This is an optimization exercise on Yosys and OpenROAD, whose aim is small area, not a production implementation.
The RTL was checked by simulation tests, not by an equivalence proof against the original design.
Power figures rest on the tool's default switching activity, not on a simulated workload.

**flow/constraint.sdc**
```tcl
create_clock -name core_clock -period 5.0 [get_ports {clk}]
set_input_delay 1.0000 -clock core_clock [delete_from_list [all_inputs] [get_ports {clk}]]
set_output_delay 1.0000 -clock core_clock [all_outputs]
set_load 0.01 [all_outputs]
```
**flow/run.sh**
```bash
#!/bin/bash
# synth_recipe.tcl (not shown) runs the flow's synth.tcl, then flattens the netlist and writes it again
# the make line also repeats each setting of config.mk as NAME=value (left out here)
make -C /OpenROAD-flow-scripts/flow DESIGN_CONFIG=/design/flow/config.mk WORK_HOME=/design/flow/orfs CLKGATE_MAP_FILE= SYNTH_SCRIPT=/design/flow/synth_recipe.tcl finish
```
**flow/design.v**
```verilog
`timescale 1ns / 1ps
module pcs_10g_enc_64b66b (
    input  wire        clk,
    input  wire        rst_n,
    input  wire [63:0] xgmii_txd,    
    input  wire [7:0]  xgmii_txc,    
    output reg  [65:0] tx_block,      
    output reg         tx_block_valid,
    output reg         encode_error   
);
reg [65:0] block_next;
reg        error_next;
wire [7:0] d0 = xgmii_txd[ 7: 0];
wire [7:0] d1 = xgmii_txd[15: 8];
wire [7:0] d2 = xgmii_txd[23:16];
wire [7:0] d3 = xgmii_txd[31:24];
wire [7:0] d4 = xgmii_txd[39:32];
wire [7:0] d5 = xgmii_txd[47:40];
wire [7:0] d6 = xgmii_txd[55:48];
wire [7:0] d7 = xgmii_txd[63:56];
wire c0 = xgmii_txc[0];
wire c1 = xgmii_txc[1];
wire c2 = xgmii_txc[2];
wire c3 = xgmii_txc[3];
wire c4 = xgmii_txc[4];
wire c5 = xgmii_txc[5];
wire c6 = xgmii_txc[6];
wire c7 = xgmii_txc[7];
function [6:0] ctrl_encode;
    input [7:0] xgmii_char;
    begin
        case (xgmii_char)
            8'h07:   ctrl_encode = 7'h00;
            8'hFE:  ctrl_encode = 7'h1E;
            default:       ctrl_encode = 7'h1E;  
        endcase
    end
endfunction
function [3:0] ocode_encode;
    input [7:0] xgmii_char;
    begin
        case (xgmii_char)
            8'h9C: ocode_encode = 4'h0;
            8'h5C: ocode_encode = 4'hF;
            default:       ocode_encode = 4'h0;
        endcase
    end
endfunction
always @(*) begin
    block_next = 66'd0;
    error_next = 1'b0;
    if (xgmii_txc == 8'h00) begin
        block_next = {2'b01, xgmii_txd};
    end else if (c0 && d0 == 8'hFB && xgmii_txc[7:1] == 7'h00) begin
        block_next = {2'b10, 8'h33,
                      d7, d6, d5, d4, d3, d2, d1};
    end else if (c0 && d0 == 8'hFD && xgmii_txc[7:1] == 7'h7F) begin
        block_next = {2'b10, 8'h87,
                      ctrl_encode(d7), ctrl_encode(d6),
                      ctrl_encode(d5), ctrl_encode(d4),
                      ctrl_encode(d3), ctrl_encode(d2),
                      ctrl_encode(d1), 7'b0};
    end else if (!c0 && c1 && d1 == 8'hFD && xgmii_txc[7:2] == 6'h3F) begin
        block_next = {2'b10, 8'h99,
                      ctrl_encode(d7), ctrl_encode(d6),
                      ctrl_encode(d5), ctrl_encode(d4),
                      ctrl_encode(d3), ctrl_encode(d2),
                      d0, 6'b0};
    end else if (xgmii_txc[1:0] == 2'b00 && c2 && d2 == 8'hFD && xgmii_txc[7:3] == 5'h1F) begin
        block_next = {2'b10, 8'hAA,
                      ctrl_encode(d7), ctrl_encode(d6),
                      ctrl_encode(d5), ctrl_encode(d4),
                      ctrl_encode(d3),
                      d1, d0, 5'b0};
    end else if (xgmii_txc[2:0] == 3'b000 && c3 && d3 == 8'hFD && xgmii_txc[7:4] == 4'hF) begin
        block_next = {2'b10, 8'hB4,
                      ctrl_encode(d7), ctrl_encode(d6),
                      ctrl_encode(d5), ctrl_encode(d4),
                      d2, d1, d0, 4'b0};
    end else if (xgmii_txc[3:0] == 4'h0 && c4 && d4 == 8'hFD && xgmii_txc[7:5] == 3'h7) begin
        block_next = {2'b10, 8'hCC,
                      ctrl_encode(d7), ctrl_encode(d6),
                      ctrl_encode(d5),
                      d3, d2, d1, d0, 3'b0};
    end else if (xgmii_txc[4:0] == 5'h00 && c5 && d5 == 8'hFD && xgmii_txc[7:6] == 2'h3) begin
        block_next = {2'b10, 8'hD2,
                      ctrl_encode(d7), ctrl_encode(d6),
                      d4, d3, d2, d1, d0, 2'b0};
    end else if (xgmii_txc[5:0] == 6'h00 && c6 && d6 == 8'hFD && c7) begin
        block_next = {2'b10, 8'hE1,
                      ctrl_encode(d7),
                      d5, d4, d3, d2, d1, d0, 1'b0};
    end else if (xgmii_txc[6:0] == 7'h00 && c7 && d7 == 8'hFD) begin
        block_next = {2'b10, 8'hFF,
                      d6, d5, d4, d3, d2, d1, d0};
    end else if (xgmii_txc == 8'hF0 && c4 && d4 == 8'hFB) begin
        block_next = {2'b10, 8'h78,
                      d7, d6, d5, 4'h0, d3, d2, d1, d0};
    end else if (c0 && (d0 == 8'h9C || d0 == 8'h5C) &&
                 xgmii_txc[3:1] == 3'b000 &&
                 c4 && (d4 == 8'h9C || d4 == 8'h5C) &&
                 xgmii_txc[7:5] == 3'b000) begin
        block_next = {2'b10, 8'h2D,
                      d7, d6, d5, ocode_encode(d4),
                      d3, d2, d1, ocode_encode(d0)};
    end else if (c0 && (d0 == 8'h9C || d0 == 8'h5C) &&
                 xgmii_txc[3:1] == 3'b000 &&
                 c4 && d4 == 8'hFB &&
                 xgmii_txc[7:5] == 3'b000) begin
        block_next = {2'b10, 8'h66,
                      d7, d6, d5, 4'h0, d3, d2, d1, ocode_encode(d0)};
    end else if (xgmii_txc == 8'hFF) begin
        block_next = {2'b10, 8'h1E,
                      ctrl_encode(d7), ctrl_encode(d6),
                      ctrl_encode(d5), ctrl_encode(d4),
                      ctrl_encode(d3), ctrl_encode(d2),
                      ctrl_encode(d1), ctrl_encode(d0)};
    end else begin
        block_next = {2'b10, 8'h1E,
                      7'h1E, 7'h1E, 7'h1E, 7'h1E,
                      7'h1E, 7'h1E, 7'h1E, 7'h1E};
        error_next = 1'b1;
    end
end
always @(posedge clk or negedge rst_n) begin
    if (!rst_n) begin
        tx_block       <= {2'b10, 8'h1E, 56'd0};  
        tx_block_valid <= 1'b0;
        encode_error   <= 1'b0;
    end else begin
        tx_block       <= block_next;
        tx_block_valid <= 1'b1;
        encode_error   <= error_next;
    end
end
endmodule
`timescale 1ns / 1ps
module pcs_10g_scrambler (
    input  wire        clk,
    input  wire        rst_n,
    input  wire [65:0] tx_block_in,
    input  wire        tx_block_valid,
    output reg  [65:0] tx_block_out,
    output reg         tx_block_out_valid
);
reg [57:0] lfsr;
reg [63:0] scrambled_data;
reg [57:0] lfsr_next;
integer i;
always @(*) begin
    lfsr_next = lfsr;
    scrambled_data = 64'd0;
    for (i = 0; i < 64; i = i + 1) begin
        scrambled_data[i] = tx_block_in[i] ^ lfsr_next[38] ^ lfsr_next[57];
        lfsr_next = {lfsr_next[56:0], scrambled_data[i]};
    end
end
always @(posedge clk or negedge rst_n) begin
    if (!rst_n) begin
        lfsr               <= 58'h3FF_FFFF_FFFF_FFFF;  
        tx_block_out       <= 66'd0;
        tx_block_out_valid <= 1'b0;
    end else if (tx_block_valid) begin
        lfsr               <= lfsr_next;
        tx_block_out       <= {tx_block_in[65:64], scrambled_data};
        tx_block_out_valid <= 1'b1;
    end else begin
        tx_block_out_valid <= 1'b0;
    end
end
endmodule
`timescale 1ns / 1ps
module pcs_10g_tx_gearbox (
    input  wire        clk,         
    input  wire        rst_n,
    input  wire [65:0] tx_block,
    input  wire        tx_block_valid,
    output reg  [15:0] tx_data,
    output reg  [1:0]  tx_header,
    output reg         tx_data_valid,
    output wire        tx_ready,     
    input  wire        tx_sequence_done  
);
reg [79:0]  shift_reg;
reg [6:0]   bit_count;      
assign tx_ready = (bit_count <= 7'd16);
reg [1:0] stored_header;
reg       header_valid;
always @(posedge clk or negedge rst_n) begin
    if (!rst_n) begin
        shift_reg    <= 80'd0;
        bit_count    <= 7'd0;
        tx_data      <= 16'd0;
        tx_header    <= 2'b00;
        tx_data_valid <= 1'b0;
        stored_header <= 2'b00;
        header_valid  <= 1'b0;
    end else begin
        tx_data_valid <= 1'b0;
        if (tx_block_valid && tx_ready) begin
            stored_header <= tx_block[65:64];
            header_valid  <= 1'b1;
            shift_reg <= shift_reg | ({16'd0, tx_block[63:0]} << bit_count);
            bit_count <= bit_count + 7'd64;
        end
        if (bit_count >= 7'd16 || (tx_block_valid && tx_ready && (bit_count + 7'd64) >= 7'd16)) begin
            if (bit_count >= 7'd16) begin
                tx_data       <= shift_reg[15:0];
                tx_header     <= header_valid ? stored_header : 2'b01;
                tx_data_valid <= 1'b1;
                header_valid  <= 1'b0;
                shift_reg <= shift_reg >> 16;
                bit_count <= bit_count - 7'd16;
            end
        end
    end
end
endmodule
`timescale 1ns / 1ps
module pcs_10g_rx_gearbox (
    input  wire        clk,
    input  wire        rst_n,
    input  wire [15:0] rx_data,
    input  wire [1:0]  rx_header,
    input  wire        rx_data_valid,
    input  wire        rx_header_valid,
    output reg  [65:0] rx_block,
    output reg         rx_block_valid,
    input  wire        slip            
);
reg [81:0]  shift_reg;        
reg [6:0]   bit_count;
reg [6:0]   slip_offset;      
reg [1:0]   pending_header;
reg         has_header;
always @(posedge clk or negedge rst_n) begin
    if (!rst_n) begin
        shift_reg     <= 82'd0;
        bit_count     <= 7'd0;
        rx_block      <= 66'd0;
        rx_block_valid <= 1'b0;
        slip_offset   <= 7'd0;
        pending_header <= 2'b00;
        has_header    <= 1'b0;
    end else begin
        rx_block_valid <= 1'b0;
        if (slip) begin
            if (bit_count > 0) begin
                shift_reg <= shift_reg >> 1;
                bit_count <= bit_count - 7'd1;
            end
            if (slip_offset == 7'd65)
                slip_offset <= 7'd0;
            else
                slip_offset <= slip_offset + 7'd1;
        end
        if (rx_data_valid) begin
            shift_reg <= shift_reg | ({66'd0, rx_data} << bit_count);
            bit_count <= bit_count + 7'd16;
            if (rx_header_valid) begin
                pending_header <= rx_header;
                has_header     <= 1'b1;
            end
        end
        if (bit_count >= 7'd66) begin
            if (has_header) begin
                rx_block <= {pending_header, shift_reg[63:0]};
                shift_reg <= shift_reg >> 64;
                bit_count <= bit_count - 7'd64;
                has_header <= 1'b0;
            end else begin
                rx_block <= shift_reg[65:0];
                shift_reg <= shift_reg >> 66;
                bit_count <= bit_count - 7'd66;
            end
            rx_block_valid <= 1'b1;
        end
    end
end
endmodule
`timescale 1ns / 1ps
module pcs_10g_block_sync (
    input  wire        clk,
    input  wire        rst_n,
    input  wire [1:0]  rx_sync_header,
    input  wire        rx_valid,
    output reg         block_lock,     
    output reg         slip,           
    output reg         hi_ber,         
    output reg  [15:0] sh_valid_cnt,   
    output reg  [15:0] sh_invalid_cnt  
);
localparam [1:0] ST_LOCK_INIT = 2'd0;
localparam [1:0] ST_RESET_CNT = 2'd1;
localparam [1:0] ST_TEST_SH   = 2'd2;
localparam [1:0] ST_LOCKED    = 2'd3;
reg [1:0] state;
wire sh_valid = (rx_sync_header == 2'b01) || (rx_sync_header == 2'b10);
wire sh_invalid = !sh_valid;
reg [12:0] ber_test_cnt;      
reg [5:0]  ber_bad_cnt;       
always @(posedge clk or negedge rst_n) begin
    if (!rst_n) begin
        state          <= ST_LOCK_INIT;
        block_lock     <= 1'b0;
        slip           <= 1'b0;
        hi_ber         <= 1'b1;
        sh_valid_cnt   <= 16'd0;
        sh_invalid_cnt <= 16'd0;
        ber_test_cnt   <= 13'd0;
        ber_bad_cnt    <= 6'd0;
    end else begin
        slip <= 1'b0;  
        if (rx_valid) begin
            case (state)
                ST_LOCK_INIT: begin
                    block_lock <= 1'b0;
                    hi_ber     <= 1'b1;
                    if (sh_valid) begin
                        state        <= ST_RESET_CNT;
                        sh_valid_cnt <= 16'd1;
                    end else begin
                        slip <= 1'b1;
                    end
                end
                ST_RESET_CNT: begin
                    sh_valid_cnt   <= 16'd1;
                    sh_invalid_cnt <= 16'd0;
                    state          <= ST_TEST_SH;
                end
                ST_TEST_SH: begin
                    if (sh_valid) begin
                        sh_valid_cnt <= sh_valid_cnt + 16'd1;
                        if (sh_valid_cnt >= 64 - 1) begin
                            state      <= ST_LOCKED;
                            block_lock <= 1'b1;
                            hi_ber     <= 1'b0;
                            ber_test_cnt <= 13'd0;
                            ber_bad_cnt  <= 6'd0;
                        end
                    end else begin
                        slip  <= 1'b1;
                        state <= ST_LOCK_INIT;
                        sh_valid_cnt <= 16'd0;
                    end
                end
                ST_LOCKED: begin
                    ber_test_cnt <= ber_test_cnt + 13'd1;
                    if (sh_invalid) begin
                        sh_invalid_cnt <= sh_invalid_cnt + 16'd1;
                        ber_bad_cnt    <= ber_bad_cnt + 6'd1;
                    end
                    if (ber_test_cnt >= 13'd8191) begin
                        if (ber_bad_cnt >= 6'd16) begin
                            hi_ber     <= 1'b1;
                            block_lock <= 1'b0;
                            state      <= ST_LOCK_INIT;
                            sh_valid_cnt   <= 16'd0;
                            sh_invalid_cnt <= 16'd0;
                        end else begin
                            hi_ber <= 1'b0;
                        end
                        ber_test_cnt <= 13'd0;
                        ber_bad_cnt  <= 6'd0;
                    end
                end
                default: state <= ST_LOCK_INIT;
            endcase
        end
    end
end
endmodule
`timescale 1ns / 1ps
module pcs_10g_descrambler (
    input  wire        clk,
    input  wire        rst_n,
    input  wire [65:0] rx_block_in,
    input  wire        rx_block_valid,
    output reg  [65:0] rx_block_out,
    output reg         rx_block_out_valid
);
reg [57:0] lfsr;
reg [63:0] descrambled_data;
reg [57:0] lfsr_next;
integer i;
always @(*) begin
    lfsr_next = lfsr;
    descrambled_data = 64'd0;
    for (i = 0; i < 64; i = i + 1) begin
        descrambled_data[i] = rx_block_in[i] ^ lfsr_next[38] ^ lfsr_next[57];
        lfsr_next = {lfsr_next[56:0], rx_block_in[i]};  
    end
end
always @(posedge clk or negedge rst_n) begin
    if (!rst_n) begin
        lfsr               <= 58'h3FF_FFFF_FFFF_FFFF;
        rx_block_out       <= 66'd0;
        rx_block_out_valid <= 1'b0;
    end else if (rx_block_valid) begin
        lfsr               <= lfsr_next;
        rx_block_out       <= {rx_block_in[65:64], descrambled_data};
        rx_block_out_valid <= 1'b1;
    end else begin
        rx_block_out_valid <= 1'b0;
    end
end
endmodule
`timescale 1ns / 1ps
module pcs_10g_dec_64b66b (
    input  wire        clk,
    input  wire        rst_n,
    input  wire [65:0] rx_block,
    input  wire        rx_block_valid,
    output reg  [63:0] xgmii_rxd,
    output reg  [7:0]  xgmii_rxc,
    output reg         decode_error,    
    output reg         rx_data_valid
);
wire [1:0]  sync_header   = rx_block[65:64];
wire [7:0]  block_type    = rx_block[63:56];
wire [55:0] block_payload = rx_block[55:0];
wire [63:0] data_payload  = rx_block[63:0];
function [7:0] ctrl_decode;
    input [6:0] code;
    begin
        case (code)
            7'h00:    ctrl_decode = 8'h07;
            7'h1E:   ctrl_decode = 8'hFE;
            7'h06:     ctrl_decode = 8'h07;
            default:       ctrl_decode = 8'hFE;
        endcase
    end
endfunction
function [7:0] ocode_decode;
    input [3:0] code;
    begin
        case (code)
            4'h0: ocode_decode = 8'h9C;
            4'hF: ocode_decode = 8'h5C;
            default:    ocode_decode = 8'h9C;
        endcase
    end
endfunction
reg [63:0] rxd_next;
reg [7:0]  rxc_next;
reg        err_next;
always @(*) begin
    rxd_next = {8{8'hFE}};
    rxc_next = 8'hFF;
    err_next = 1'b0;
    if (!rx_block_valid) begin
        rxd_next = {8{8'h07}};
        rxc_next = 8'hFF;
    end else if (sync_header == 2'b01) begin
        rxd_next = data_payload;
        rxc_next = 8'h00;
    end else if (sync_header == 2'b10) begin
        case (block_type)
            8'h1E: begin
                rxd_next = {ctrl_decode(block_payload[55:49]),   
                            ctrl_decode(block_payload[48:42]),   
                            ctrl_decode(block_payload[41:35]),   
                            ctrl_decode(block_payload[34:28]),   
                            ctrl_decode(block_payload[27:21]),   
                            ctrl_decode(block_payload[20:14]),   
                            ctrl_decode(block_payload[13: 7]),   
                            ctrl_decode(block_payload[ 6: 0])};  
                rxc_next = 8'hFF;
            end
            8'h33: begin
                rxd_next = {block_payload[55:48],   
                            block_payload[47:40],   
                            block_payload[39:32],   
                            block_payload[31:24],   
                            block_payload[23:16],   
                            block_payload[15: 8],   
                            block_payload[ 7: 0],   
                            8'hFB};          
                rxc_next = 8'h01;
            end
            8'h2D: begin
                rxd_next = {block_payload[55:48],                
                            block_payload[47:40],                
                            block_payload[39:32],                
                            ocode_decode(block_payload[31:28]),  
                            block_payload[27:20],                
                            block_payload[19:12],                
                            block_payload[11: 4],                
                            ocode_decode(block_payload[ 3: 0])}; 
                rxc_next = 8'h11;
            end
            8'h66: begin
                rxd_next = {block_payload[55:48],                
                            block_payload[47:40],                
                            block_payload[39:32],                
                            8'hFB,                        
                            block_payload[27:20],                
                            block_payload[19:12],                
                            block_payload[11: 4],                
                            ocode_decode(block_payload[ 3: 0])}; 
                rxc_next = 8'h11;
            end
            8'h78: begin
                rxd_next = {block_payload[55:48],   
                            block_payload[47:40],   
                            block_payload[39:32],   
                            8'hFB,           
                            block_payload[27:20],   
                            block_payload[19:12],   
                            block_payload[11: 4],   
                            block_payload[ 3: 0], 4'b0};  
                rxc_next = 8'h10;
            end
            8'h87: begin
                rxd_next = {ctrl_decode(block_payload[55:49]),   
                            ctrl_decode(block_payload[48:42]),   
                            ctrl_decode(block_payload[41:35]),   
                            ctrl_decode(block_payload[34:28]),   
                            ctrl_decode(block_payload[27:21]),   
                            ctrl_decode(block_payload[20:14]),   
                            ctrl_decode(block_payload[13: 7]),   
                            8'hFD};                        
                rxc_next = 8'hFF;
            end
            8'h99: begin
                rxd_next = {ctrl_decode(block_payload[55:49]),   
                            ctrl_decode(block_payload[48:42]),   
                            ctrl_decode(block_payload[41:35]),   
                            ctrl_decode(block_payload[34:28]),   
                            ctrl_decode(block_payload[27:21]),   
                            ctrl_decode(block_payload[20:14]),   
                            8'hFD,                         
                            block_payload[13:6]};                 
                rxc_next = 8'hFE;
            end
            8'hAA: begin
                rxd_next = {ctrl_decode(block_payload[55:49]),   
                            ctrl_decode(block_payload[48:42]),   
                            ctrl_decode(block_payload[41:35]),   
                            ctrl_decode(block_payload[34:28]),   
                            ctrl_decode(block_payload[27:21]),   
                            8'hFD,                         
                            block_payload[20:13],                 
                            block_payload[12: 5]};                
                rxc_next = 8'hFC;
            end
            8'hB4: begin
                rxd_next = {ctrl_decode(block_payload[55:49]),   
                            ctrl_decode(block_payload[48:42]),   
                            ctrl_decode(block_payload[41:35]),   
                            ctrl_decode(block_payload[34:28]),   
                            8'hFD,                         
                            block_payload[27:20],                 
                            block_payload[19:12],                 
                            block_payload[11: 4]};                
                rxc_next = 8'hF8;
            end
            8'hCC: begin
                rxd_next = {ctrl_decode(block_payload[55:49]),   
                            ctrl_decode(block_payload[48:42]),   
                            ctrl_decode(block_payload[41:35]),   
                            8'hFD,                         
                            block_payload[34:27],                 
                            block_payload[26:19],                 
                            block_payload[18:11],                 
                            block_payload[10: 3]};                
                rxc_next = 8'hF0;
            end
            8'hD2: begin
                rxd_next = {ctrl_decode(block_payload[55:49]),   
                            ctrl_decode(block_payload[48:42]),   
                            8'hFD,                         
                            block_payload[41:34],                 
                            block_payload[33:26],                 
                            block_payload[25:18],                 
                            block_payload[17:10],                 
                            block_payload[ 9: 2]};                
                rxc_next = 8'hE0;
            end
            8'hE1: begin
                rxd_next = {ctrl_decode(block_payload[55:49]),   
                            8'hFD,                         
                            block_payload[48:41],                 
                            block_payload[40:33],                 
                            block_payload[32:25],                 
                            block_payload[24:17],                 
                            block_payload[16: 9],                 
                            block_payload[ 8: 1]};                
                rxc_next = 8'hC0;
            end
            8'hFF: begin
                rxd_next = {8'hFD,                         
                            block_payload[55:48],                 
                            block_payload[47:40],                 
                            block_payload[39:32],                 
                            block_payload[31:24],                 
                            block_payload[23:16],                 
                            block_payload[15: 8],                 
                            block_payload[ 7: 0]};                
                rxc_next = 8'h80;
            end
            default: begin
                rxd_next = {8{8'hFE}};
                rxc_next = 8'hFF;
                err_next = 1'b1;
            end
        endcase
    end else begin
        rxd_next = {8{8'hFE}};
        rxc_next = 8'hFF;
        err_next = 1'b1;
    end
end
always @(posedge clk or negedge rst_n) begin
    if (!rst_n) begin
        xgmii_rxd    <= {8{8'h07}};
        xgmii_rxc    <= 8'hFF;
        decode_error  <= 1'b0;
        rx_data_valid <= 1'b0;
    end else begin
        xgmii_rxd    <= rxd_next;
        xgmii_rxc    <= rxc_next;
        decode_error  <= err_next;
        rx_data_valid <= rx_block_valid;
    end
end
endmodule
`timescale 1ns / 1ps
module pcs_10g_ber_monitor (
    input  wire        clk,
    input  wire        rst_n,
    input  wire        block_lock,
    input  wire        hi_ber,
    input  wire [15:0] sh_invalid_cnt,
    input  wire        rx_decode_error,
    output reg         pcs_status,        
    output reg         pcs_status_ll,     
    input  wire        status_read,       
    output reg  [15:0] ber_count,         
    output reg  [7:0]  errored_block_count,  
    output reg         rx_link_up         
);
wire pcs_status_raw = block_lock & ~hi_ber;
localparam LINK_TIMER_MAX = 23'd6440000;
reg [22:0] link_timer;
always @(posedge clk or negedge rst_n) begin
    if (!rst_n) begin
        pcs_status        <= 1'b0;
        pcs_status_ll     <= 1'b0;
        ber_count         <= 16'd0;
        errored_block_count <= 8'd0;
        rx_link_up        <= 1'b0;
        link_timer        <= 23'd0;
    end else begin
        pcs_status <= pcs_status_raw;
        if (!pcs_status_raw) begin
            pcs_status_ll <= 1'b0;
        end else if (status_read) begin
            pcs_status_ll <= pcs_status_raw;
        end else if (!pcs_status_ll && pcs_status_raw) begin
            pcs_status_ll <= 1'b1;
        end
        if (!block_lock) begin
            ber_count <= 16'd0;
        end else if (hi_ber) begin
            if (ber_count != 16'hFFFF)  
                ber_count <= ber_count + 16'd1;
        end
        if (!block_lock) begin
            errored_block_count <= 8'd0;
        end else if (rx_decode_error) begin
            if (errored_block_count != 8'hFF)
                errored_block_count <= errored_block_count + 8'd1;
        end
        if (pcs_status_raw) begin
            if (link_timer >= LINK_TIMER_MAX) begin
                rx_link_up <= 1'b1;
            end else begin
                link_timer <= link_timer + 23'd1;
            end
        end else begin
            rx_link_up <= 1'b0;
            link_timer <= 23'd0;
        end
    end
end
endmodule
`timescale 1ns / 1ps
module pcs_10g_top #(
    parameter INIT_IDLE_DISPATCH = 1   
) (
    input  wire        clk,            
    input  wire        rst_n,          
    input  wire [63:0] xgmii_txd,      
    input  wire [7:0]  xgmii_txc,      
    output wire [63:0] xgmii_rxd,      
    output wire [7:0]  xgmii_rxc,      
    output wire [15:0] gth_txdata,     
    output wire [1:0]  gth_txheader,   
    output wire        gth_txdata_valid,
    input  wire [15:0] gth_rxdata,     
    input  wire [1:0]  gth_rxheader,   
    input  wire        gth_rxdata_valid,
    input  wire        gth_rxheader_valid,
    output wire        gth_txsequence_done,  
    input  wire        gth_rxgearboxslip,    
    output wire        block_lock,     
    output wire        hi_ber,         
    output wire        pcs_status,     
    output wire        rx_link_up,     
    output wire        tx_encode_err,  
    output wire        rx_decode_err,  
    output wire [15:0] ber_count,      
    output wire [7:0]  errored_blocks, 
    input  wire        status_read,    
    output wire        pcs_status_ll   
);
wire [65:0] enc_block;
wire        enc_valid;
wire        enc_error;
pcs_10g_enc_64b66b u_encoder (
    .clk            (clk),
    .rst_n          (rst_n),
    .xgmii_txd      (xgmii_txd),
    .xgmii_txc      (xgmii_txc),
    .tx_block        (enc_block),
    .tx_block_valid  (enc_valid),
    .encode_error    (enc_error)
);
assign tx_encode_err = enc_error;
wire [65:0] scr_block;
wire        scr_valid;
pcs_10g_scrambler u_scrambler (
    .clk              (clk),
    .rst_n            (rst_n),
    .tx_block_in       (enc_block),
    .tx_block_valid    (enc_valid),
    .tx_block_out      (scr_block),
    .tx_block_out_valid(scr_valid)
);
pcs_10g_tx_gearbox u_tx_gearbox (
    .clk              (clk),
    .rst_n            (rst_n),
    .tx_block          (scr_block),
    .tx_block_valid    (scr_valid),
    .tx_data           (gth_txdata),
    .tx_header         (gth_txheader),
    .tx_data_valid     (gth_txdata_valid),
    .tx_ready          (),
    .tx_sequence_done  (1'b1)
);
assign gth_txsequence_done = 1'b1;
wire [65:0] rgbox_block;
wire        rgbox_valid;
wire        slip_cmd;
pcs_10g_rx_gearbox u_rx_gearbox (
    .clk              (clk),
    .rst_n            (rst_n),
    .rx_data           (gth_rxdata),
    .rx_header         (gth_rxheader),
    .rx_data_valid     (gth_rxdata_valid),
    .rx_header_valid   (gth_rxheader_valid),
    .rx_block          (rgbox_block),
    .rx_block_valid    (rgbox_valid),
    .slip              (slip_cmd)
);
wire        blk_lock;
wire        blk_hi_ber;
wire [15:0] blk_sh_valid;
wire [15:0] blk_sh_invalid;
pcs_10g_block_sync u_block_sync (
    .clk              (clk),
    .rst_n            (rst_n),
    .rx_sync_header    (rgbox_block[65:64]),
    .rx_valid          (rgbox_valid),
    .block_lock        (blk_lock),
    .slip              (slip_cmd),
    .hi_ber            (blk_hi_ber),
    .sh_valid_cnt      (blk_sh_valid),
    .sh_invalid_cnt    (blk_sh_invalid)
);
assign block_lock = blk_lock;
assign hi_ber     = blk_hi_ber;
wire [65:0] dscr_block;
wire        dscr_valid;
pcs_10g_descrambler u_descrambler (
    .clk                (clk),
    .rst_n              (rst_n),
    .rx_block_in         (rgbox_block),
    .rx_block_valid      (rgbox_valid & blk_lock),
    .rx_block_out        (dscr_block),
    .rx_block_out_valid  (dscr_valid)
);
wire [63:0] dec_rxd;
wire [7:0]  dec_rxc;
wire        dec_error;
wire        dec_valid;
pcs_10g_dec_64b66b u_decoder (
    .clk              (clk),
    .rst_n            (rst_n),
    .rx_block          (dscr_block),
    .rx_block_valid    (dscr_valid),
    .xgmii_rxd         (dec_rxd),
    .xgmii_rxc         (dec_rxc),
    .decode_error      (dec_error),
    .rx_data_valid     (dec_valid)
);
assign xgmii_rxd   = dec_rxd;
assign xgmii_rxc   = dec_rxc;
assign rx_decode_err = dec_error;
pcs_10g_ber_monitor u_ber_monitor (
    .clk                 (clk),
    .rst_n               (rst_n),
    .block_lock          (blk_lock),
    .hi_ber              (blk_hi_ber),
    .sh_invalid_cnt      (blk_sh_invalid),
    .rx_decode_error     (dec_error),
    .pcs_status          (pcs_status),
    .pcs_status_ll       (pcs_status_ll),
    .status_read         (status_read),
    .ber_count           (ber_count),
    .errored_block_count (errored_blocks),
    .rx_link_up          (rx_link_up)
);
endmodule
```
**flow/config.mk**
```make
export PLATFORM = sky130hd
export DESIGN_NAME = pcs_10g_top
export DESIGN_NICKNAME = pcs_10g_top
export VERILOG_FILES = /design/flow/design.v
export SDC_FILE = /design/flow/constraint.sdc
export NUM_CORES = 4
export LEC_CHECK = 0
export CAP_MARGIN = 20
export CORE_MARGIN = 2
export CORE_UTILIZATION = 40
export SLEW_MARGIN = 20
```
==> out/qor.csv <==
metric,value,unit
outcome,finished clean,
pwr_density_cell,535,nW/µm²
clk_pin_slew,70,ps
holdBufCountCts,0,
netlist_instances,4381,
gp_congestion,0.936,
fmax,249,MHz
min_period_over_period,80.2,%
worst-endpoint-arrival,4480,ps
slew_headroom,22.9,%
hold_viol,0,
drcViolationCount,0,
core-area,100000,µm²
required,5470,ps
cts_tree,built,
synth_seq_cells,745,
largest_reg_flops,82,
startpoint_type,flop,
wire_per_inst,22.2,µm
r2r-start,u_rx_gearbox.bit_count[5]$_DFFE_PN0P_,
rsz0062_at_grt,false,
cap_violations,0,
grt_max_degree,129,
async_flop_share,100,%
vdd_drop_max,0.318,mV
die-area,104000,µm²
insertion_delay,640,ps
rrSetupSlack,990,ps
cts_buffers,81,
clock-root-buffer,clkbuf_16,
grt_util_all_layers,24.5,%
nNetsFinal,4512,
dr.pass1.iters,12,
initial_core_util,40.3,%
total_leakage_power,19.9,nW
grt_overflow,0,
portBuffers,215,
grt_pass1_vias,32400,
hp-class,in -> async,
layout_commonest_cell,nand2_1,
io_pins,219,
area_growth,14.7,%
tns,0,ps
critPathKind,reg -> reg,
antenna_found_initial,0,
cts.sinks,745,
period_minus_slack,4010,ps
fp-row-count,116,
ctsLongestPathBuffers,3,
hpwl,88.9,mm
antenna_left,0,
chipHeight,322,µm
cts_setup_buffers,0,
totalWireLength,128,mm
post_cts_resized,0,
finalSetupViolations,0,
final_cell_mix,"nand2_1, dfrtp_1, o21ai_0, xnor2_1, clkdlybuf4s50_1",
viasPerCell,5.91,
avgSynthCellArea,9.22,µm²
vias,34100,
dr.first_iter.drc_count,4550,
synthFlopType,dfrtp_1,
worst_slew_pin_slew,1160,ps
ys_seq_area_share,46.6,%
ys.warnings.count,8,
end_kind,flop,
r2r_cells,8,
slew_viol_final,0,
cp_max_fo,57,
yosys.cell_types.count,94,
syn-cell-area,40400,µm²
die_x,322,µm
drive_above_1_share,11.9,%
htree_levels,3,
finClkSkew,31.1,ps
grt_pass1_wl,200,mm
synth-edff-count,0,
finalPower,24.8,mW
timing.rr.end,u_rx_gearbox.shift_reg[44]$_DFFE_PN0P_,
## metrics by stage
step	cells	util [%]	instance area [µm²]	setup WS (ps)	hold WS [ps]
6_report	5769	46.3	46300	989	383
5_1_grt	5768	46.3	46300	861	429
4_1_cts	5768	46.3	46300	1160	424
3_5_place_dp	5616	43.5	43600	722	456
3_3_place_gp	5616	43.5	43600	729	453
2_1_floorplan	4382	-	40400	1940	370
## worst max-delay path, cell delays in order, from the launching register on
cell	delay [ps]
dfrtp_1	600
inv_1	360
ha_1	230
nor3b_1	240
nand2_1	110
o21ai_1	810
nand2b_4	980
mux2i_1	300
o22ai_1	120
## how the worst max path moves through the flow
stage | slack, ps | start | depth (start not counted) | to
after floorplan | 1940 | xgmii_txc[0] | 10 | u_encoder.tx_block[15]$_DFF_PN0_
after global placement | 730 | xgmii_txd[38] | 8 | u_encoder.tx_block[8]$_DFF_PN0_
after detailed placement | 720 | xgmii_txd[38] | 8 | u_encoder.tx_block[8]$_DFF_PN0_
after CTS | 1160 | u_rx_gearbox.bit_count[5]$_DFFE_PN0P_ | 8 | u_rx_gearbox.shift_reg[57]$_DFFE_PN0P_
after global routing | 860 | u_rx_gearbox.bit_count[5]$_DFFE_PN0P_ | 9 | u_rx_gearbox.bit_count[2]$_DFFE_PN0P_
final | 990 | u_rx_gearbox.bit_count[5]$_DFFE_PN0P_ | 8 | u_rx_gearbox.shift_reg[44]$_DFFE_PN0P_
## cells in the mapped netlist (all sizes together), types with 23 or more instances
cell	number	area, µm²
a22o	30	263
buf	59	295
a221oi	63	552
mux2i	114	1140
xnor2	220	1930
a21oi	208	1040
xor2	98	858
a22oi	100	761
nor3	59	310
and3	34	213
nor4	28	194
inv	171	642
a31oi	26	163
clkbuf	300	1130
a221o	23	230
and2	51	319
o22ai	71	450
nor2	196	736
dfrtp	591	14800
nand4	48	300
a222oi	56	561
o21ai	448	2250
dfstp	154	4050
nand3	72	360
mux2	92	1040
nand2	716	2690
## area by class of cell
class | count | area [µm²]
antenna | 1 | 2.50
clock buffer | 123 | 2420
clock inverter | 29 | 302
fill | 9583 | 53800
inverter | 173 | 653
multi-input combinational | 3105 | 19600
sequential | 745 | 18800
tap | 1298 | 1620
timing repair buffer | 295 | 2880
## layer usage
metal  GRT usage [%]  wire length [µm]  up-vias
li1                -                 -    15600
met1            37.6             60400    16600
met2            35.3             54000     1610
met3            4.52             10800      219
met4            6.41              3070        0
met5               0                 0        -
## power breakdown
| group | internal (mW) | total [mW] | switching (mW) |
|---|---|---|---|
| combinational | 3.47 | 8.39 | 4.92 |
| clock | 3.57 | 6.10 | 2.54 |
| sequential | 7.98 | 10.3 | 2.34 |
| total | 15.0 | 24.8 | 9.80 |
## cells by family after synthesis
kind of cell             synth area share [%]
XOR/XNOR                                 6.89
multiplexers                             6.06
AO/OA/AOI/OAI                            19.4
buffers and inverters                    5.13
flip-flops                               46.6
AND/OR/NAND/NOR                          15.4
adder cells (fa/ha/maj)                 0.465
other                                 0.00928

[what the ideal ports hide]
Ports are ideal in the flow. The routed layout listed here was re-timed in OpenROAD. Step 1 sets driving cells, clkbuf_16 on the clock port and buf_2 on the other inputs (assumed; they add their load-dependent delay and slew). Step 2 moves the port delays by t, midway between the first and last clock arrival at a register: inputs arrive t later, outputs are due t later. That takes back most of the time a late clock gives input paths. a / b / c = ideal / step 1 / step 2; a / b = the first two.
t, ns: 0.696
setup slack, ns: 0.989 / 0.989 / 0.553
clock arrival spread, ns: 0.040 / 0.040
worst data-port slew with drivers (ns): 0.07
After both steps this run still meets setup and hold. The setup slack of this run moves by 0.000 ns with the drivers and by -0.436 ns with both steps.
